Background: an optimization exercise with open tools, aiming at small area, a short achievable clock period and few clock cycles per item. Do not read the settings as production practice.
In this exercise RTL edits were held to simulation tests only and were not proved equivalent to the original.
Power is estimated from default activity; no workload was simulated.

== lane 3 ==
==> flow/design.v <==
module gcd_coprocessor #( parameter W = 32, parameter P = 2 ) (
  input clk,
  input reset,
  input operands_val,
  input [W-1:0] operands_bits_A,
  input [W-1:0] operands_bits_B,
  output operands_rdy,
  output result_val,
  output [W-1:0] result_bits,
  input result_rdy
);
localparam KW = $clog2(W);
localparam S = 4;            
reg [W:0] a, b;              
reg [KW-1:0] k;
reg full;
reg bz;                      
wire az = (a == {(W+1){1'b0}});
wire kz = (k == {KW{1'b0}});
wire fin = az | bz;
wire done = full & fin & kz;
wire take = done & result_rdy;
wire load = operands_val & (~full | take);
wire step = full & ~fin;
wire restore = full & az & ~kz;
assign result_val = done;
assign result_bits = a[W-1:0] | b[W-1:0];
assign operands_rdy = ~full | take;
wire a_odd = a[0];
reg a_even;
wire b_odd = b[0];
wire both_odd = a_odd & b_odd;
wire both_even = ~a_odd & ~b_odd;
localparam WH = (W + 1) / 2;
wire [W:0] y = {{(W+1-WH){~a_even}}, {WH{a_odd}}} & ~b;
wire [W:0] r = a + y + {{W{1'b0}}, a_odd};
wire [S:0] r_lo = a[S:0] + y[S:0] + {{S{1'b0}}, a_odd};
wire swap = r[W] ^ a[W];
reg [S-1:0] sh;              
integer j;
reg found;
always @* begin
  sh = {S{1'b0}};
  found = 1'b0;
  if (both_even) begin
    sh[0] = 1'b1;
  end else begin
    for (j = 1; j < S; j = j + 1)
      if (!found && r_lo[j]) begin
        sh[j-1] = 1'b1;
        found = 1'b1;
      end
    if (!found) sh[S-1] = 1'b1;
  end
end
wire [W:0] a_ld = {1'b0, operands_bits_A};
wire a_en = load | (step & ~(a_odd & ~b_odd));
wire [W:0] a_nx_j [0:S];
assign a_nx_j[0] = ({(W+1){load}} & a_ld) | ({(W+1){~a_en}} & a);
genvar gj;
generate
  for (gj = 1; gj <= S; gj = gj + 1) begin : ash
    wire [W:0] r_s = {{gj{r[W]}}, r[W:gj]};
    assign a_nx_j[gj] = a_nx_j[gj-1] | ({(W+1){a_en & ~load & sh[gj-1]}} & r_s);
  end
endgenerate
wire [W:0] a_nx = a_nx_j[S];
wire [W:0] a_negd = {~a[W:1], 1'b1};
wire b_ld = load;
wire b_ng = ~load & step & both_odd & swap;
wire b_sr = ~load & step & ~b_odd;
wire b_sl = ~load & restore;
wire b_hd = ~(b_ld | b_ng | b_sr | b_sl);
wire [W:0] b_nx = ({(W+1){b_ld}} & {1'b0, operands_bits_B})
                | ({(W+1){b_ng}} & a_negd)
                | ({(W+1){b_sr}} & {b[W], b[W:1]})
                | ({(W+1){b_sl}} & {b[W-1:0], 1'b0})
                | ({(W+1){b_hd}} & b);
always @(posedge clk) begin
  if (reset) begin
    full <= 1'b0;
  end else if (load) begin
    full <= 1'b1;
  end else if (take) begin
    full <= 1'b0;
  end
end
always @(posedge clk) begin
  a <= a_nx;
  a_even <= ~a_nx[0];
  b <= b_nx;
  if (load) begin
    k <= {KW{1'b0}};
    bz <= (operands_bits_B == {W{1'b0}});
  end else if (step) begin
    if (both_even)
      k <= k + 1'b1;
  end else if (restore) begin
    k <= k - 1'b1;
  end
end
endmodule
Settings: LEC_CHECK=0, CAP_MARGIN=20, CORE_MARGIN=2, CORE_UTILIZATION=65, CTS_BUF_LIST=sky130_fd_sc_hd__clkbuf_8, SLEW_MARGIN=20; clock period 4.0 ns.
standard.sh (not shown) runs the stock make flow with config.mk's settings and CLKGATE_MAP_FILE= SYNTH_SCRIPT=/design/flow/synth_recipe.tcl, a recipe that flattens the netlist after the stock synthesis.
==> flow/flow/run.sh <==
#!/bin/bash
# The standard layout (the standard.sh, all ORFS steps), with the port
# buffers that ORFS's buffer_ports adds made of sky130_fd_sc_hd__buf_1.
# Every port still gets its own buffer; the resizer may upsize them.
# make's full output goes to standard.log; ORFS's per-step logs are under
# orfs/logs/.
set -euo pipefail
export BUFFER_PORTS_ARGS="-buffer_cell sky130_fd_sc_hd__buf_1"
bash standard.sh > standard.log 2>&1
Testbench counts of lane 3, summed over its fixed seeds: cycles 107,856, items 4,800.
Here is what was changed in the inputs of lane 4 compared with lane 3.
==> flow/design.v <==
module gcd_coprocessor #( parameter W = 32, parameter P = 2 ) (
  input clk,
  input reset,
  input operands_val,
  input [W-1:0] operands_bits_A,
  input [W-1:0] operands_bits_B,
  output operands_rdy,
  output result_val,
  output [W-1:0] result_bits,
  input result_rdy
);
localparam KW = $clog2(W);
localparam S = 4;            
reg [W:0] a, b;              
reg [KW-1:0] k;
reg full;
reg bz;                      
wire az = (a == {(W+1){1'b0}});
wire kz = (k == {KW{1'b0}});
wire fin = az | bz;
wire done = full & fin & kz;
wire take = done & result_rdy;
wire load = operands_val & (~full | take);
wire step = full & ~fin;
wire restore = full & az & ~kz;
assign result_val = done;
assign result_bits = a[W-1:0] | b[W-1:0];
assign operands_rdy = ~full | take;
wire a_odd = a[0];
wire b_odd = b[0];
wire both_odd = a_odd & b_odd;
wire both_even = ~a_odd & ~b_odd;
wire [W:0] y = {(W+1){a_odd}} & ~b;
wire [W:0] r = a + y + {{W{1'b0}}, a_odd};
wire [S:0] r_lo = a[S:0] + y[S:0] + {{S{1'b0}}, a_odd};
wire swap = r[W] ^ a[W];
reg [S-1:0] sh;              
integer j;
reg found;
always @* begin
  sh = {S{1'b0}};
  found = 1'b0;
  if (both_even) begin
    sh[0] = 1'b1;
  end else begin
    for (j = 1; j < S; j = j + 1)
      if (!found && r_lo[j]) begin
        sh[j-1] = 1'b1;
        found = 1'b1;
      end
    if (!found) sh[S-1] = 1'b1;
  end
end
wire [W:0] a_ld = {1'b0, operands_bits_A};
wire [W:0] a_nx_j [0:S];
assign a_nx_j[0] = {(W+1){load}} & a_ld;
genvar gj;
generate
  for (gj = 1; gj <= S; gj = gj + 1) begin : ash
    wire [W:0] r_s = {{gj{r[W]}}, r[W:gj]};
    assign a_nx_j[gj] = a_nx_j[gj-1] | ({(W+1){~load & sh[gj-1]}} & r_s);
  end
endgenerate
wire [W:0] a_nx = a_nx_j[S];
wire a_en = load | (step & ~(a_odd & ~b_odd));
wire [W:0] a_negd = {~a[W:1], 1'b1};
wire [W:0] b_nx = load ? {1'b0, operands_bits_B}
                : step ? (b_odd ? a_negd : {b[W], b[W:1]})
                : {b[W-1:0], 1'b0};
wire b_en = load | (step & (~b_odd | (both_odd & swap))) | restore;
always @(posedge clk) begin
  if (reset) begin
    full <= 1'b0;
  end else if (load) begin
    full <= 1'b1;
  end else if (take) begin
    full <= 1'b0;
  end
end
always @(posedge clk) begin
  if (a_en) a <= a_nx;
  if (b_en) b <= b_nx;
  if (load) begin
    k <= {KW{1'b0}};
    bz <= (operands_bits_B == {W{1'b0}});
  end else if (step) begin
    if (both_even)
      k <= k + 1'b1;
  end else if (restore) begin
    k <= k - 1'b1;
  end
end
endmodule
[summary]
Lane 4 against lane 3: net switching power of the design picked up an extra about 14%, utilization lost 1.4 points, final routed wirelength across all metal layers picked up an extra 2.5 mm, count of placed standard cells including taps picked up an extra 16%, final period demand of the worst path picked up an extra 34 ps. Worst hold slack delta for lane 4 relative to lane 3: 8.4 ps lower. Lane 3 leaves more setup margin than lane 4. The most congested layer reported by global routing comes out met1 in one run and met2 in the other, namely in lane 4 and lane 3 respectively. Lane 4 ended up with a higher via count than lane 3 did.
Testbench counts of lane 4, summed over its fixed seeds: cycles 107,856, items 4,800.

## static timing again, ports no longer ideal
No port has a modelled driver above. Below, the same layouts with a new extraction and two added sets of constraints. Step 1 sets driving cells, clkbuf_16 on the clock port and buf_2 on the other inputs (assumed; they add their load-dependent delay and slew). Step 2 also shifts input and output timing later by t, the mid clock arrival at the registers, as if the neighbouring blocks saw the same clock. Slacks: ideal / step 1 / step 2; pairs: ideal / step 1.
run	shift t [ns]	setup WS [ns]	worst hold slack (ns)	latest minus earliest clock arrival (ns)
lane 3	0.401	0.369 / 0.369 / 0.369	0.523 / 0.523 / 0.523	0.012 / 0.011
lane 4	0.413	0.334 / 0.334 / 0.334	0.514 / 0.514 / 0.514	0.019 / 0.019
After both steps every run listed still meets setup and hold.
